What follows belongs to an exercise in optimizing a design on an open flow for small area; a production flow would make more cautious choices.
Function was checked by simulation only, so behaviour that the tests miss may differ from the original.
Power figures rest on the tool's default switching activity, not on a simulated workload.

<file path="flow/config.mk">
export PLATFORM = sky130hd
export DESIGN_NAME = ddr3_controller
export DESIGN_NICKNAME = ddr3_controller
export VERILOG_FILES = /design/flow/design.v
export SDC_FILE = /design/flow/constraint.sdc
export NUM_CORES = 4
export LEC_CHECK = 0
export CAP_MARGIN = 20
export CORE_MARGIN = 2
export CORE_UTILIZATION = 60
export PLACE_DENSITY = 0.9
export SLEW_MARGIN = 20
</file>
<file path="flow/constraint.sdc">
create_clock -name core_clock -period 15.0 [get_ports {clk}]
set_input_delay 3.0000 -clock core_clock [delete_from_list [all_inputs] [get_ports {clk}]]
set_output_delay 3.0000 -clock core_clock [all_outputs]
set_load 0.01 [all_outputs]
</file>
<file path="flow/design.v">
module FIFO_PTRS (clk, reset, put, get, rd_ptr, wr_ptr, wr_ptr_n, empty, full, do_put, do_get);
input        clk, reset, put, get;
output [4:0] rd_ptr, wr_ptr;
output [4:0] wr_ptr_n;    
output       empty, full, do_put, do_get;
reg [4:0] rd_ptr, wr_ptr, wr_ptr_n;
reg       last_put;    
wire eq = (rd_ptr == wr_ptr);
assign full  = eq & last_put;
assign empty = eq & ~last_put;
assign do_put = put & ~full;
assign do_get = get & ~empty;
always @(posedge clk)
	if (reset) begin
		rd_ptr <= 0;
		wr_ptr <= 0;
		wr_ptr_n <= 5'h1f;
		last_put <= 0;
	end else begin
		if (do_put) begin
			wr_ptr <= wr_ptr + 1'b1;
			wr_ptr_n <= wr_ptr_n - 1'b1;
		end
		if (do_get) rd_ptr <= rd_ptr + 1'b1;
		if (do_put != do_get) last_put <= do_put;
	end
endmodule
module FIFO_WSEL (wr_ptr, wr_ptr_n, do_put, we, keep);
input  [4:0]  wr_ptr, wr_ptr_n;
input         do_put;
output [31:0] we, keep;
assign we   = (32'd1 << wr_ptr) & {32{do_put}};
assign keep = ~((32'd1 << ~wr_ptr_n) & {32{do_put}});
endmodule
module FIFO_READ (sel, mem_flat, dout);
parameter WIDTH = 8;
input  [31:0]         sel;
input  [32*WIDTH-1:0] mem_flat;
output [WIDTH-1:0]    dout;
reg    [WIDTH-1:0]    dout;
integer i;
always @(*) begin
	dout = {WIDTH{1'b0}};
	for (i = 0; i < 32; i = i + 1)
		dout = dout | (mem_flat[i*WIDTH +: WIDTH] & {WIDTH{sel[i]}});
end
endmodule
module FIFO_IN (clk, reset, data_in, put, get, data_out, empty, full, fillcount);
input         clk, reset, put, get;
input  [15:0] data_in;
output [15:0] data_out;
output        empty, full;
output [5:0]  fillcount;
reg  [15:0] mem [0:31];
reg  [15:0] data_out;
wire [4:0]  rd_ptr, wr_ptr, wr_ptr_n;
wire        do_put, do_get;
FIFO_PTRS ptrs (.clk(clk), .reset(reset), .put(put), .get(get), .rd_ptr(rd_ptr), .wr_ptr(wr_ptr), .wr_ptr_n(wr_ptr_n),
	.empty(empty), .full(full), .do_put(do_put), .do_get(do_get));
assign fillcount = {full, wr_ptr - rd_ptr};
wire [32*16-1:0] flat;
genvar g;
generate for (g = 0; g < 32; g = g + 1) begin : fl
	assign flat[g*16 +: 16] = mem[g];
end endgenerate
wire [15:0] rdata;
FIFO_READ #(.WIDTH(16)) rd (.sel(32'd1 << rd_ptr), .mem_flat(flat), .dout(rdata));
always @(posedge clk)
	if (do_get) data_out <= rdata;
wire [31:0] we, keep;
FIFO_WSEL ws (.wr_ptr(wr_ptr), .wr_ptr_n(wr_ptr_n), .do_put(do_put), .we(we), .keep(keep));
integer j;
always @(posedge clk)
	for (j = 0; j < 32; j = j + 1)
		mem[j] <= (mem[j] & {16{keep[j]}}) | (data_in & {16{we[j]}});
endmodule
module FIFO_HEAD (clk, reset, data_in, put, get, head, empty, full);
parameter WIDTH = 8;
input              clk, reset, put, get;
input  [WIDTH-1:0] data_in;
output [WIDTH-1:0] head;
output             empty, full;
reg  [WIDTH-1:0] mem [0:31];
wire [4:0]  rd_ptr, wr_ptr, wr_ptr_n;
wire        do_put, do_get;
FIFO_PTRS ptrs (.clk(clk), .reset(reset), .put(put), .get(get), .rd_ptr(rd_ptr), .wr_ptr(wr_ptr), .wr_ptr_n(wr_ptr_n),
	.empty(empty), .full(full), .do_put(do_put), .do_get(do_get));
wire [32*WIDTH-1:0] flat;
genvar g;
generate for (g = 0; g < 32; g = g + 1) begin : fl
	assign flat[g*WIDTH +: WIDTH] = mem[g];
end endgenerate
FIFO_READ #(.WIDTH(WIDTH)) rd (.sel(32'd1 << rd_ptr), .mem_flat(flat), .dout(head));
wire [31:0] we, keep;
FIFO_WSEL ws (.wr_ptr(wr_ptr), .wr_ptr_n(wr_ptr_n), .do_put(do_put), .we(we), .keep(keep));
integer j;
always @(posedge clk)
	for (j = 0; j < 32; j = j + 1)
		mem[j] <= (mem[j] & {WIDTH{keep[j]}}) | (data_in & {WIDTH{we[j]}});
endmodule
module FIFO_RET (clk, reset, data_in, put, get, data_out, empty, full);
parameter WIDTH = 42;
input              clk, reset, put, get;
input  [WIDTH-1:0] data_in;
output [WIDTH-1:0] data_out;
output             empty, full;
reg  [WIDTH-1:0] mem [0:31];
wire [4:0]  rd_ptr, wr_ptr, wr_ptr_n;
wire        do_put, do_get;
FIFO_PTRS ptrs (.clk(clk), .reset(reset), .put(put), .get(get), .rd_ptr(rd_ptr), .wr_ptr(wr_ptr), .wr_ptr_n(wr_ptr_n),
	.empty(empty), .full(full), .do_put(do_put), .do_get(do_get));
wire [32*WIDTH-1:0] flat;
genvar g;
generate for (g = 0; g < 32; g = g + 1) begin : fl
	assign flat[g*WIDTH +: WIDTH] = mem[g];
end endgenerate
wire [31:0] sel = 32'd1 << rd_ptr;
FIFO_READ #(.WIDTH(WIDTH)) rd (.sel({sel[0], sel[31:1]}), .mem_flat(flat), .dout(data_out));
wire [31:0] we, keep;
FIFO_WSEL ws (.wr_ptr(wr_ptr), .wr_ptr_n(wr_ptr_n), .do_put(do_put), .we(we), .keep(keep));
integer j;
always @(posedge clk)
	for (j = 0; j < 32; j = j + 1)
		mem[j] <= (mem[j] & {WIDTH{keep[j]}}) | (data_in & {WIDTH{we[j]}});
endmodule
module ddr3_init_engine(
   clk, reset, init,
   ready, rascas, webar, ba, a4, a8, cke, resetbar, cnt
   );
input  clk, reset, init;
output reg ready, rascas, webar, a4, a8, cke, resetbar;
output reg [1:0] ba;
output [10:0] cnt;
localparam [18:0]
	S_RSTL = 19'd0,
	S_CKEL = 19'd1250,
	S_RSTH = 19'd1260,
	S_NOP1 = 19'd4385,
	S_MRS2 = 19'd4461,
	S_NOP2 = 19'd4463,
	S_MRS3 = 19'd4469,
	S_NOP3 = 19'd4471,
	S_MRS1 = 19'd4477,
	S_NOP4 = 19'd4479,
	S_MRS0 = 19'd4485,
	S_NOP5 = 19'd4487,
	S_ZQCL = 19'd4517,
	S_NOP6 = 19'd4519,
	S_DONE = 19'd5543;
reg INIT, RESET, flag;
reg [18:0] counter;
assign cnt = counter[10:0];
always @(posedge clk) begin
	INIT <= init;
	RESET <= reset;
	if (RESET) begin
		flag <= 0;
		cke <= 0;
		a4 <= 0;
		a8 <= 0;
		ba <= 0;
		rascas <= 0;
		webar <= 0;
		resetbar <= 0;
		ready <= 0;
	end else if (!flag && INIT) begin
		flag <= 1;
		counter <= 0;
	end else if (flag) begin
		counter <= counter + 1'b1;
		case (counter)
		S_RSTL: resetbar <= 0;
		S_CKEL: cke <= 0;
		S_RSTH: resetbar <= 1;
		S_NOP1: begin cke <= 1; rascas <= 1; webar <= 1; end
		S_MRS2: begin rascas <= 0; webar <= 0; a4 <= 0; a8 <= 0; ba <= 2'b10; end
		S_MRS3: begin rascas <= 0; webar <= 0; a4 <= 0; a8 <= 0; ba <= 2'b11; end
		S_MRS1: begin rascas <= 0; webar <= 0; a4 <= 1; a8 <= 0; ba <= 2'b01; end
		S_MRS0: begin rascas <= 0; webar <= 0; a4 <= 1; a8 <= 1; ba <= 2'b00; end
		S_ZQCL: begin rascas <= 1; webar <= 0; end
		S_NOP2, S_NOP3, S_NOP4, S_NOP5, S_NOP6: begin rascas <= 1; webar <= 1; end
		S_DONE: begin rascas <= 1; webar <= 1; ready <= 1; end
		default: ;
		endcase
	end
end
endmodule
module Processing_logic(
	clk, ck, reset, ready,
	CMD_empty, CMD_head, DATA_data_out, DQ_in, init_cnt,
	CMD_get, DATA_get, RETURN_put, RETURN_address, RETURN_data,
	rasbar, casbar, webar, BA, A, DM_flag, DQ_out, ts_con, modify_setting
	);
	input         clk, ck, reset, ready;
	input         CMD_empty;
	input  [30:0] CMD_head;
	input  [15:0] DATA_data_out;
	input  [15:0] DQ_in;
	input  [10:0] init_cnt;    
	output reg        CMD_get, DATA_get, RETURN_put;
	output reg [25:0] RETURN_address;
	output     [15:0] RETURN_data;
	output reg        rasbar, casbar, webar;
	output reg [2:0]  BA;
	output reg [12:0] A;
	output reg        DM_flag;
	output     [15:0] DQ_out;
	output reg        ts_con, modify_setting;
	localparam [2:0]
		IDLE    = 3'd0,
		MODIFY  = 3'd1,
		DECODE  = 3'd2,
		REFRESH = 3'd3,
		S_GNR   = 3'd4,
		S_GNW   = 3'd5,
		S_ATRW  = 3'd6;
	localparam [2:0]
		NOP   = 3'b111,
		ACT   = 3'b011,
		READ  = 3'b101,
		WRITE = 3'b100,
		PRE   = 3'b010,
		MRS   = 3'b000,
		ZQCS  = 3'b110,
		REF   = 3'b001;
	reg [2:0]  state;
	reg [6:0]  counter;
	reg [12:0] refresh_counter;
	reg        ATOMIC_cmd, C3;
	reg [2:0]  P;             
	reg [15:0] R;             
	wire BLOCK_cmd = ~ATOMIC_cmd & P[2];
	wire [2:0] col = RETURN_address[2:0];
	always @(posedge clk)
		if (!ATOMIC_cmd || counter == 7'd22)
			R <= DQ_in;
	assign RETURN_data = R;
	reg [15:0] ATOMIC_data;
	always @(*)
		case (P)
		3'b000: ATOMIC_data = ~R;
		3'b001: ATOMIC_data = R + DATA_data_out;
		3'b010: ATOMIC_data = R | DATA_data_out;
		3'b011: ATOMIC_data = R & DATA_data_out;
		3'b100: ATOMIC_data = R ^ DATA_data_out;
		3'b101: ATOMIC_data = {R[7:0], R[15:8]};
		3'b110: ATOMIC_data = {1'b0, R[15:1]};
		3'b111: ATOMIC_data = {R[14:0], 1'b0};
		endcase
	assign DQ_out = ATOMIC_cmd ? ATOMIC_data : DATA_data_out;
	always @(posedge clk)
		if (CMD_get) begin
			RETURN_address <= CMD_head[25:0];
			{ATOMIC_cmd, C3, P} <= CMD_head[30:26];
		end else begin
			if (state == S_GNR && RETURN_put)
				RETURN_address <= RETURN_address + 1'b1;
			if (state == S_GNW && counter == 7'd28)
				RETURN_address[25:3] <= RETURN_address[25:3] + 1'b1;
			if ((state == S_GNR && counter == 7'd37) || (state == S_GNW && counter == 7'd49))
				P[1:0] <= P[1:0] - 1'b1;
		end
	always @(posedge clk)
	if (reset) begin
		modify_setting <= 0;
		counter <= 0;
		refresh_counter <= 0;
		state <= IDLE;
		CMD_get <= 0;
		DATA_get <= 0;
		RETURN_put <= 0;
		ts_con <= 0;
		DM_flag <= 0;
		{rasbar, casbar, webar} <= NOP;
		A <= 0;
		BA <= 0;
	end else begin
		if (ready && modify_setting)
			refresh_counter <= refresh_counter + 1'b1;
		case (state)
		IDLE: begin
			counter <= 0;
			if (ready) begin
				if (!modify_setting)
					state <= MODIFY;
				if (CMD_get) begin
					CMD_get <= 0;
					state <= DECODE;
				end else if (refresh_counter[12]) begin
					if (!ck)
						state <= REFRESH;
				end else if (!CMD_empty)
					CMD_get <= 1;
			end
		end
		MODIFY: begin
			case (init_cnt)
			11'd1449: begin {rasbar, casbar, webar} <= PRE; A[10] <= 1; end
			11'd1461: begin {rasbar, casbar, webar} <= MRS; A <= 13'h000c; BA <= 3'b001; end
			11'd1469: begin {rasbar, casbar, webar} <= MRS; A <= 13'h0512; BA <= 3'b000; end
			11'd1501: begin {rasbar, casbar, webar} <= ZQCS; A[10] <= 0; end
			11'd1631: begin {rasbar, casbar, webar} <= MRS; A <= 13'h0010; BA <= 3'b001; end
			11'd1639: begin {rasbar, casbar, webar} <= MRS; A <= 13'h0510; BA <= 3'b000; end
			11'd1451, 11'd1463, 11'd1471, 11'd1503, 11'd1633, 11'd1641:
			          {rasbar, casbar, webar} <= NOP;
			11'd617:  begin state <= IDLE; modify_setting <= 1; end
			default: ;
			endcase
		end
		REFRESH: begin
			counter <= counter + 1'b1;
			case (counter)
			7'd0:  {rasbar, casbar, webar} <= REF;
			7'd2:  {rasbar, casbar, webar} <= NOP;
			7'd90: begin state <= IDLE; refresh_counter <= 0; end
			default: ;
			endcase
		end
		DECODE: begin
			if (!ck)
				state <= ATOMIC_cmd ? S_ATRW : C3 ? S_GNW : S_GNR;
		end
		S_GNR: begin
			counter <= counter + 1'b1;
			case (counter)
			7'd0:  begin {rasbar, casbar, webar} <= ACT; A <= RETURN_address[22:10]; BA <= RETURN_address[25:23]; end
			7'd4:  begin {rasbar, casbar, webar} <= READ; A[10] <= 1; A[9:0] <= RETURN_address[9:0]; end
			7'd2, 7'd6: {rasbar, casbar, webar} <= NOP;
			7'd22: RETURN_put <= 1;
			7'd23: if (!BLOCK_cmd) RETURN_put <= 0;
			7'd30: RETURN_put <= 0;
			7'd37: begin
				if (P[1:0] == 0 || !BLOCK_cmd)
					state <= IDLE;
				else
					counter <= 0;
			end
			default: ;
			endcase
		end
		S_GNW: begin
			counter <= counter + 1'b1;
			case (counter)
			7'd0:  begin {rasbar, casbar, webar} <= ACT; A <= RETURN_address[22:10]; BA <= RETURN_address[25:23]; end
			7'd4:  begin {rasbar, casbar, webar} <= WRITE; A[10] <= 1; A[9:0] <= RETURN_address[9:0]; end
			7'd2, 7'd6: {rasbar, casbar, webar} <= NOP;
			7'd18: ts_con <= 1;
			7'd19: DATA_get <= 1;
			7'd20: if (!BLOCK_cmd) DATA_get <= 0;
			7'd27: DATA_get <= 0;
			7'd29: ts_con <= 0;
			7'd49: begin
				if (P[1:0] == 0 || !BLOCK_cmd)
					state <= IDLE;
				else
					counter <= 0;
			end
			default: ;
			endcase
			if (counter == {8'd2, col} + 7'd4)
				DM_flag <= 1;
			else if (!BLOCK_cmd || counter == 7'd28)
				DM_flag <= 0;
		end
		S_ATRW: begin
			counter <= counter + 1'b1;
			case (counter)
			7'd0:  begin {rasbar, casbar, webar} <= ACT; A <= RETURN_address[22:10]; BA <= RETURN_address[25:23]; end
			7'd4:  begin {rasbar, casbar, webar} <= READ; A[10] <= 0; A[9:0] <= RETURN_address[9:0]; end
			7'd16: begin {rasbar, casbar, webar} <= WRITE; A[10] <= 1; end
			7'd2, 7'd6, 7'd18: {rasbar, casbar, webar} <= NOP;
			7'd22: begin DATA_get <= 1; RETURN_put <= C3; end
			7'd23: begin DATA_get <= 0; RETURN_put <= 0; end
			7'd30: ts_con <= 1;
			7'd41: ts_con <= 0;
			7'd59: state <= IDLE;
			default: ;
			endcase
			if (counter == {4'd4, col})
				DM_flag <= 1;
			else
				DM_flag <= 0;
		end
		default: state <= IDLE;
		endcase
	end
endmodule
module ddr3_controller(
	dout, raddr, fillcount, validout, notfull, ready, ck_pad, ckbar_pad,
	cke_pad, csbar_pad, rasbar_pad, casbar_pad, webar_pad, ba_pad,
	a_pad, dm_pad, odt_pad, resetbar_pad,
	dq_out, dq_oe, dqs_out, dqsbar_out,
	clk, reset, read, cmd, sz, op, din, addr, initddr,
	dq_in, dq_valid
	);
	localparam [2:0]
		SCR = 3'b001,
		SCW = 3'b010,
		BLR = 3'b011,
		BLW = 3'b100,
		ATR = 3'b101,
		ATW = 3'b110;
	input         clk;
	input         reset;
	input         read;
	input  [2:0]  cmd;
	input  [15:0] din;
	input  [25:0] addr;
	input  [1:0]  sz;
	input  [2:0]  op;
	output [15:0] dout;
	output [25:0] raddr;
	output [5:0]  fillcount;
	output reg    validout;
	output        notfull;
	input         initddr;
	output        ready;
	output        ck_pad;
	output        ckbar_pad;
	output        cke_pad;
	output        csbar_pad;
	output        rasbar_pad;
	output        casbar_pad;
	output        webar_pad;
	output [2:0]  ba_pad;
	output [12:0] a_pad;
	output [15:0] dq_out;
	output        dq_oe;
	output [1:0]  dqs_out;
	output [1:0]  dqsbar_out;
	input  [15:0] dq_in;
	input         dq_valid;
	output [1:0]  dm_pad;
	output        odt_pad;
	output        resetbar_pad;
	reg ck_i;
	always @(posedge clk)
		if (reset) ck_i <= 0;
		else       ck_i <= ~ck_i;
	wire [15:0] IN_data_out;
	wire        IN_empty, IN_full, CMD_empty, CMD_full, RETURN_empty, RETURN_full;
	wire        IN_get, CMD_get, RETURN_put;
	wire [30:0] CMD_head;
	wire [25:0] RETURN_address;
	wire [15:0] RETURN_data;
	reg         IN_put, CMD_put;
	reg         IN_BLW_put;
	reg  [4:0]  IN_BLW_counter;
	FIFO_IN FIFO_IN (
		.clk(clk), .reset(reset), .data_in(din), .put(IN_put), .get(IN_get),
		.data_out(IN_data_out), .empty(IN_empty), .full(IN_full), .fillcount(fillcount));
	wire        is_atomic = (cmd == ATR) | (cmd == ATW);
	wire [4:0]  cmd_code = is_atomic ? {1'b1, cmd == ATR, op}
	                                 : {1'b0, (cmd == SCW) | (cmd == BLW), (cmd == BLR) | (cmd == BLW), sz};
	FIFO_HEAD #(.WIDTH(31)) FIFO_CMD (
		.clk(clk), .reset(reset), .data_in({cmd_code, addr}), .put(CMD_put), .get(CMD_get),
		.head(CMD_head), .empty(CMD_empty), .full(CMD_full));
	FIFO_RET #(.WIDTH(42)) FIFO_RETURN (
		.clk(clk), .reset(reset), .data_in({RETURN_address, RETURN_data}), .put(RETURN_put), .get(read),
		.data_out({raddr, dout}), .empty(RETURN_empty), .full(RETURN_full));
	wire ready_i, i_rascas, i_webar, i_a4, i_a8, i_cke, i_resetbar;
	wire [10:0] i_cnt;
	wire [1:0] i_ba;
	ddr3_init_engine XINIT (
		.clk(clk), .reset(reset), .init(initddr),
		.ready(ready_i), .rascas(i_rascas), .webar(i_webar), .ba(i_ba),
		.a4(i_a4), .a8(i_a8), .cke(i_cke), .resetbar(i_resetbar), .cnt(i_cnt));
	wire        p_rasbar, p_casbar, p_webar, DM_flag, ts_con, modify_setting;
	wire [2:0]  p_ba;
	wire [12:0] p_a;
	wire [15:0] p_dq;
	Processing_logic XPL (
		.clk(clk), .ck(ck_i), .reset(reset), .ready(ready_i),
		.CMD_empty(CMD_empty), .CMD_head(CMD_head), .DATA_data_out(IN_data_out), .DQ_in(dq_in), .init_cnt(i_cnt),
		.CMD_get(CMD_get), .DATA_get(IN_get), .RETURN_put(RETURN_put),
		.RETURN_address(RETURN_address), .RETURN_data(RETURN_data),
		.rasbar(p_rasbar), .casbar(p_casbar), .webar(p_webar), .BA(p_ba), .A(p_a),
		.DM_flag(DM_flag), .DQ_out(p_dq), .ts_con(ts_con), .modify_setting(modify_setting));
	always @(*) begin
		CMD_put = 0;
		IN_put = 0;
		if (IN_BLW_put)
			IN_put = ~IN_full;
		else case (cmd)
			SCR, BLR: CMD_put = ~CMD_full;
			SCW, BLW, ATW, ATR: begin
				CMD_put = ~CMD_full & ~IN_full;
				IN_put = ~CMD_full & ~IN_full;
			end
			default: ;
		endcase
	end
	always @(posedge clk)
		if (reset) begin
			IN_BLW_counter <= 0;
			IN_BLW_put <= 0;
		end else if (!IN_BLW_put) begin
			if (cmd == BLW && CMD_put) begin
				IN_BLW_put <= 1;
				IN_BLW_counter <= {sz, 3'b110};
			end
		end else begin
			if (IN_BLW_counter == 0)
				IN_BLW_put <= 0;
			else if (!IN_full)
				IN_BLW_counter <= IN_BLW_counter - 1'b1;
		end
	always @(posedge clk)
		if (reset) validout <= 0;
		else       validout <= read & ~RETURN_empty;
	assign notfull = ~CMD_full;
	assign ready        = ready_i & modify_setting;
	assign ck_pad       = ck_i;
	assign ckbar_pad    = ~ck_i;
	assign cke_pad      = i_cke;
	assign csbar_pad    = 1'b0;
	assign rasbar_pad   = ready_i ? p_rasbar : i_rascas;
	assign casbar_pad   = ready_i ? p_casbar : i_rascas;
	assign webar_pad    = ready_i ? p_webar  : i_webar;
	assign ba_pad       = ready_i ? p_ba     : {1'b0, i_ba};
	assign a_pad        = ready_i ? p_a      : {2'b00, i_a8, 1'b0, i_a8, 3'b000, i_a4, 4'b0000};
	assign odt_pad      = 1'b0;
	assign resetbar_pad = i_resetbar & ~reset;
	assign dq_oe        = ready_i & ts_con;
	assign dq_out       = p_dq;
	assign dm_pad       = {2{~DM_flag}};
	assign dqs_out      = {2{ck_i}};
	assign dqsbar_out   = {2{~ck_i}};
endmodule
</file>
<file path="flow/flow/run.sh">
#!/bin/bash
# Layout flow: the standard ORFS flow (standard.sh) with these changes:
#  - ABC maps the logic with an area-oriented script (flow/abc_speed.script,
#    used in place of ORFS's scripts/abc_speed.script); the rest of the
#    synthesis, and so every register, is as in the standard synthesis;
#  - the port buffers are buf_1 cells (every input and output still gets one);
#  - clock tree synthesis uses clkbuf_8 cells, clusters up to 18 sinks within
#    60 um per leaf buffer,
#    and inserts no dummy loads.
set -euo pipefail
here=$(pwd)
rm -rf "$here/orfs_scripts"
cp -r "$FLOW_HOME/scripts" "$here/orfs_scripts"
cp "$here/flow/abc_speed.script" "$here/orfs_scripts/abc_speed.script"
export SCRIPTS_DIR="$here/orfs_scripts"
export BUFFER_PORTS_ARGS="-buffer_cell sky130_fd_sc_hd__buf_1"
export CTS_ARGS="-sink_clustering_enable -repair_clock_nets -sink_clustering_size 18 -sink_clustering_max_diameter 60 -buf_list sky130_fd_sc_hd__clkbuf_8 -dont_use_dummy_load"
bash standard.sh > standard.log 2>&1
</file>
<file path="flow/flow/abc_speed.script">
&get -n
&st
&dch
&nf -a
&st
&syn2
&dch
&nf -a
&st
&syn2
&dch
&nf -a
&st
&syn2
&dch
&nf -a
&put
buffer -c
topo
stime -c
upsize -c
dnsize -c
</file>
<file path="flow/standard.sh">
#!/bin/bash
# synth_recipe.tcl (not shown) runs the flow's synth.tcl, then flattens the netlist and writes it again
# the make line also repeats each setting of config.mk as NAME=value (left out here)
make -C /OpenROAD-flow-scripts/flow DESIGN_CONFIG=/design/flow/config.mk WORK_HOME=/design/flow/orfs CLKGATE_MAP_FILE= SYNTH_SCRIPT=/design/flow/synth_recipe.tcl "${@:-finish}"
</file>
==> run notes <==
[synthesized netlist by cell type, types with 23 or more instances]
cell and count:
dfxtp_1 2964, a22o_1 2894, clkbuf_1 985, nand2_1 597
a222oi_1 547, nor2_1 262, a22oi_1 234, nand3_1 200
nand4_1 199, a21oi_1 176, buf_2 167, o21ai_0 149
a221oi_1 128, ha_1 104, inv_1 98, and3_1 96
edfxtp_1 82, nor3_1 77, buf_1 62, buf_4 56
and2_1 47, xnor2_1 45, or4_1 36, xor2_1 36
nor2b_1 35, or3_1 32, a211oi_1 26, nand2b_1 23
[registers in the layout, indices dropped and copies added (netlist names), 7 cells and up]
name	cells
XPL.refresh_counter	13
XPL.A	13
XPL.RETURN_address	26
FIFO_IN.mem	512
XINIT.counter	19
XPL.counter	7
FIFO_CMD.mem	992
XPL.R	16
FIFO_RETURN.mem	1344
FIFO_IN.data_out	16
[critical path, cell delays in order (launching register included)]
cell,delay [ns]
edfxtp_1,0.37
buf_4,0.27
ha_1,0.30
fa_1,0.42
a21o_1,0.19
a21oi_2,0.18
o21bai_1,0.09
a21oi_2,0.19
o21bai_1,0.08
a21oi_1,0.24
nor2b_1,0.08
o21a_1,0.19
o21ai_1,0.16
nand2b_1,0.08
a21oi_1,0.24
o21bai_1,0.11
a21oi_1,0.19
xnor2_1,0.14
a21oi_1,0.09
o22ai_1,0.21
buf_1,0.18
[power by group through the flow]
| stage | logic (uW) | registers [uW] | clock network [uW] |
|---|---|---|---|
| floorplan | 1370 | 9300 | 0 |
| global placement | 1850 | 9390 | 0 |
| detailed placement | 1930 | 9450 | 0 |
| CTS | 1940 | 9270 | 3620 |
| global route | 2120 | 9360 | 3920 |
| finish | 2060 | 9290 | 3720 |
[worst paths after layout]
| check | from | endpoint | slack (ns) | cells past startpoint |
|---|---|---|---|---|
| max | XPL.R[0] | dq_out[14] | 6.97 | 20 |
| min | XINIT.a4 | XINIT.a4 | 0.46 | 2 |
| max reg2reg | FIFO_IN.ptrs.rd_ptr[2] | FIFO_CMD.mem[29][28] | 9.57 | 13 |
| min reg2reg | XINIT.a4 | XINIT.a4 | 0.46 | 2 |
[metal layers]
metal  vias to the layer above  part of all wire (%)  GRT usage (%)  wire (um)
li1                      39900                     -              -          -
met1                     48100                    32           52.0     144000
met2                     11000                    38           61.2     173000
met3                      3824                    19           22.3      85600
met4                        44                    11           34.7      48100
met5                         -                  0.19           1.66        873
[area by class of cell]
| type | count | area [um^2] | area share (%) |
|---|---|---|---|
| antenna | 23 | 57.6 | 0.0484 |
| clock buffer | 199 | 2740 | 2.30 |
| inverter | 101 | 379 | 0.319 |
| multi-input combinational | 6135 | 47800 | 40.2 |
| sequential | 3046 | 61800 | 52.0 |
| tap | 2511 | 3140 | 2.64 |
| timing repair buffer | 465 | 2930 | 2.46 |
[per-stage QoR]
step           utilization (%)  cell area, um^2
4_1_cts                   62.6           119000
3_5_place_dp              61.1           116000
6_report                  62.7           119000
3_3_place_gp              61.1           116000
2_1_floorplan                -           114000
5_1_grt                   62.7           119000
[kinds of logic (layout without fill, tap and decap cells)]
kind of cell | count (synthesis) | count (layout) | synth area share, %
compound gates | 4273 | 4273 | 32.0
flops | 3046 | 3046 | 54.2
simple gates | 1666 | 1666 | 7.08
buf+inv | 1372 | 765 | 4.88
fa+ha+maj | 106 | 106 | 1.18
xor+xnor | 81 | 81 | 0.622
mux | 7 | 7 | 0.0658
other cells | 1 | 25 | 0.00329
==> summary.txt <==
Status
  – Status: timing/DRC/antenna clean

Clock tree
  – Max clock buf depth: 3
  – H-tree depth: 4
  – Num Clock Sinks: 3046
  – TritonCTS clock tree: built
  – Post-CTS setup buffer count: 0
  – CTS root buffer: clkbuf_8
  – Clk slew on worst S/H paths: 0.10 ns
  – Post-cts resize count: 0
  – CTS Buf Count: 199
  – Hold_buf cts: 0
  – Worst-skew pair later-pin latency: 1.16 ns

Placement
  – Placed cells: 12300
  – IO buf count: 166
  – Gp weighted congestion: 0.952
  – Dpl hpwl: 236 mm
  – Place WS: 7.91 ns

GRT
  – First-pass GRT wire length: 649 mm
  – Total GRT Usage: 44.4%
  – Number of global-route vias before repair: 100000
  – GRT overflow: 0
  – Antenna violations before repair: 26
  – Largest net degree at the start of global routing: 51

Power
  – Leak Pwr: 0.0448 uW
  – Internal power: 10900 uW
  – Peak supply drop: 0.131 mV
  – Comb power frac: 13.7%
  – Power Density: 127 nW/um^2
  – Flop pwr share: 61.6%
  – Clock power share: 24.7%
  – Power Total: 15100 uW
  – NetSw: 4210 uW
  – Net Sw Frac: 27.9%

Detailed routing
  – Post-Route WL: 451 mm
  – DRT iter0 DRCs: 22600
  – Antenna Nets Post-Route: 0
  – Drt wl/cell: 36.1 um
  – Drc violations: 0
  – DR vias: 103000
  – Via density per instance: 8.24
  – Detailed Routing Iterations Pass 1: 14

Logic synthesis
  – EDFF count, synth: 82
  – Post-Syn Area: 114000 um^2
  – Seq/Total Area, Yosys: 54.2%
  – Synthesized instance count: 10600
  – Syn avg cell area: 10.8 um^2
  – Netlist cell types: 72
  – FF+latch count, synth: 3046
  – Most used flip-flop cell after synthesis: dfxtp_1
  – Synth area leaders: dfxtp_1, a22o_1, a222oi_1
  – Synth Warn #: 13
  – Synth async-reset ratio: 0%
  – Leading area contributor after synthesis: dfxtp_1
  – Synth top area share: 52.0%

Floorplanning
  – Area of the core: 190000 um^2
  – Die W: 440 um
  – Ports: 170
  – Die Footprint: 194000 um^2
  – Die height: 440 um
  – Initial Util: 60.2%
  – Num rows: 160

STA
  – Crit share post-route: 53.5%
  – Max-slew violation count: 0
  – Post-route setup TNS: 0 ns
  – Headroom to the max-slew limit: 11.5%
  – Fin. Hold Viols: 0
  – Post-route setup slack: 6.97 ns
  – FMAX: 125 MHz
  – Setup violators final: 0
  – Worst hold margin: 0.462 ns
  – Unrepaired setup endpoints after global routing: false
  – Worst Skew: 0.200 ns
  – Slew at the pin with the worst max-slew slack: 1.33 ns
  – Post-route minimum period: 8.03 ns

Finish
  – Most common cell after layout, fill and taps aside: dfxtp_1
  – Layout Area Growth over Synthesis: 4.18%
  – Commonest non-fill, non-tap cells in the layout: dfxtp_1, a22o_1, nand2_1
  – Post-layout net count: 10100
  – Layout Cells excl Fill: 12500
  – Final-layout fill cell count: 14300
  – Layout cells sized above 1: 7.75%

Setup path
  – CP endpoint kind: output pin
  – Critical Path Start Type: flip-flop
  – Crit path max fanout: 36
  – Worst EP required: 12.00 ns
  – CP arrival: 5.03 ns
  – Critical path class: reg -> out

Min path
  – Hold Crit Class: reg -> reg

Job
  – Max-cap viol count: 0

[what the ideal ports hide]
No port has a modelled driver above. Below, the same layout with a new extraction and two added sets of constraints.
Step 1 sets driving cells, clkbuf_16 on the clock port and buf_2 on the other inputs (assumed; they add their load-dependent delay and slew).
Step 2, shift: input delay + t, output delay - t, t = (earliest + latest rising clock arrival at the registers) / 2. This alone moves slack from input paths to output paths.
a / b / c = ideal ports / drivers / drivers and shift; a / b = the first two.
shift t [ns]: 1.123
slack for setup (ns): 6.968 / 6.887 / 7.589
pins driven straight from the clock port: 1
After both steps this run still meets setup and hold. For this run, drivers alone change the setup slack by -0.081 ns; drivers and shift together by +0.621 ns.
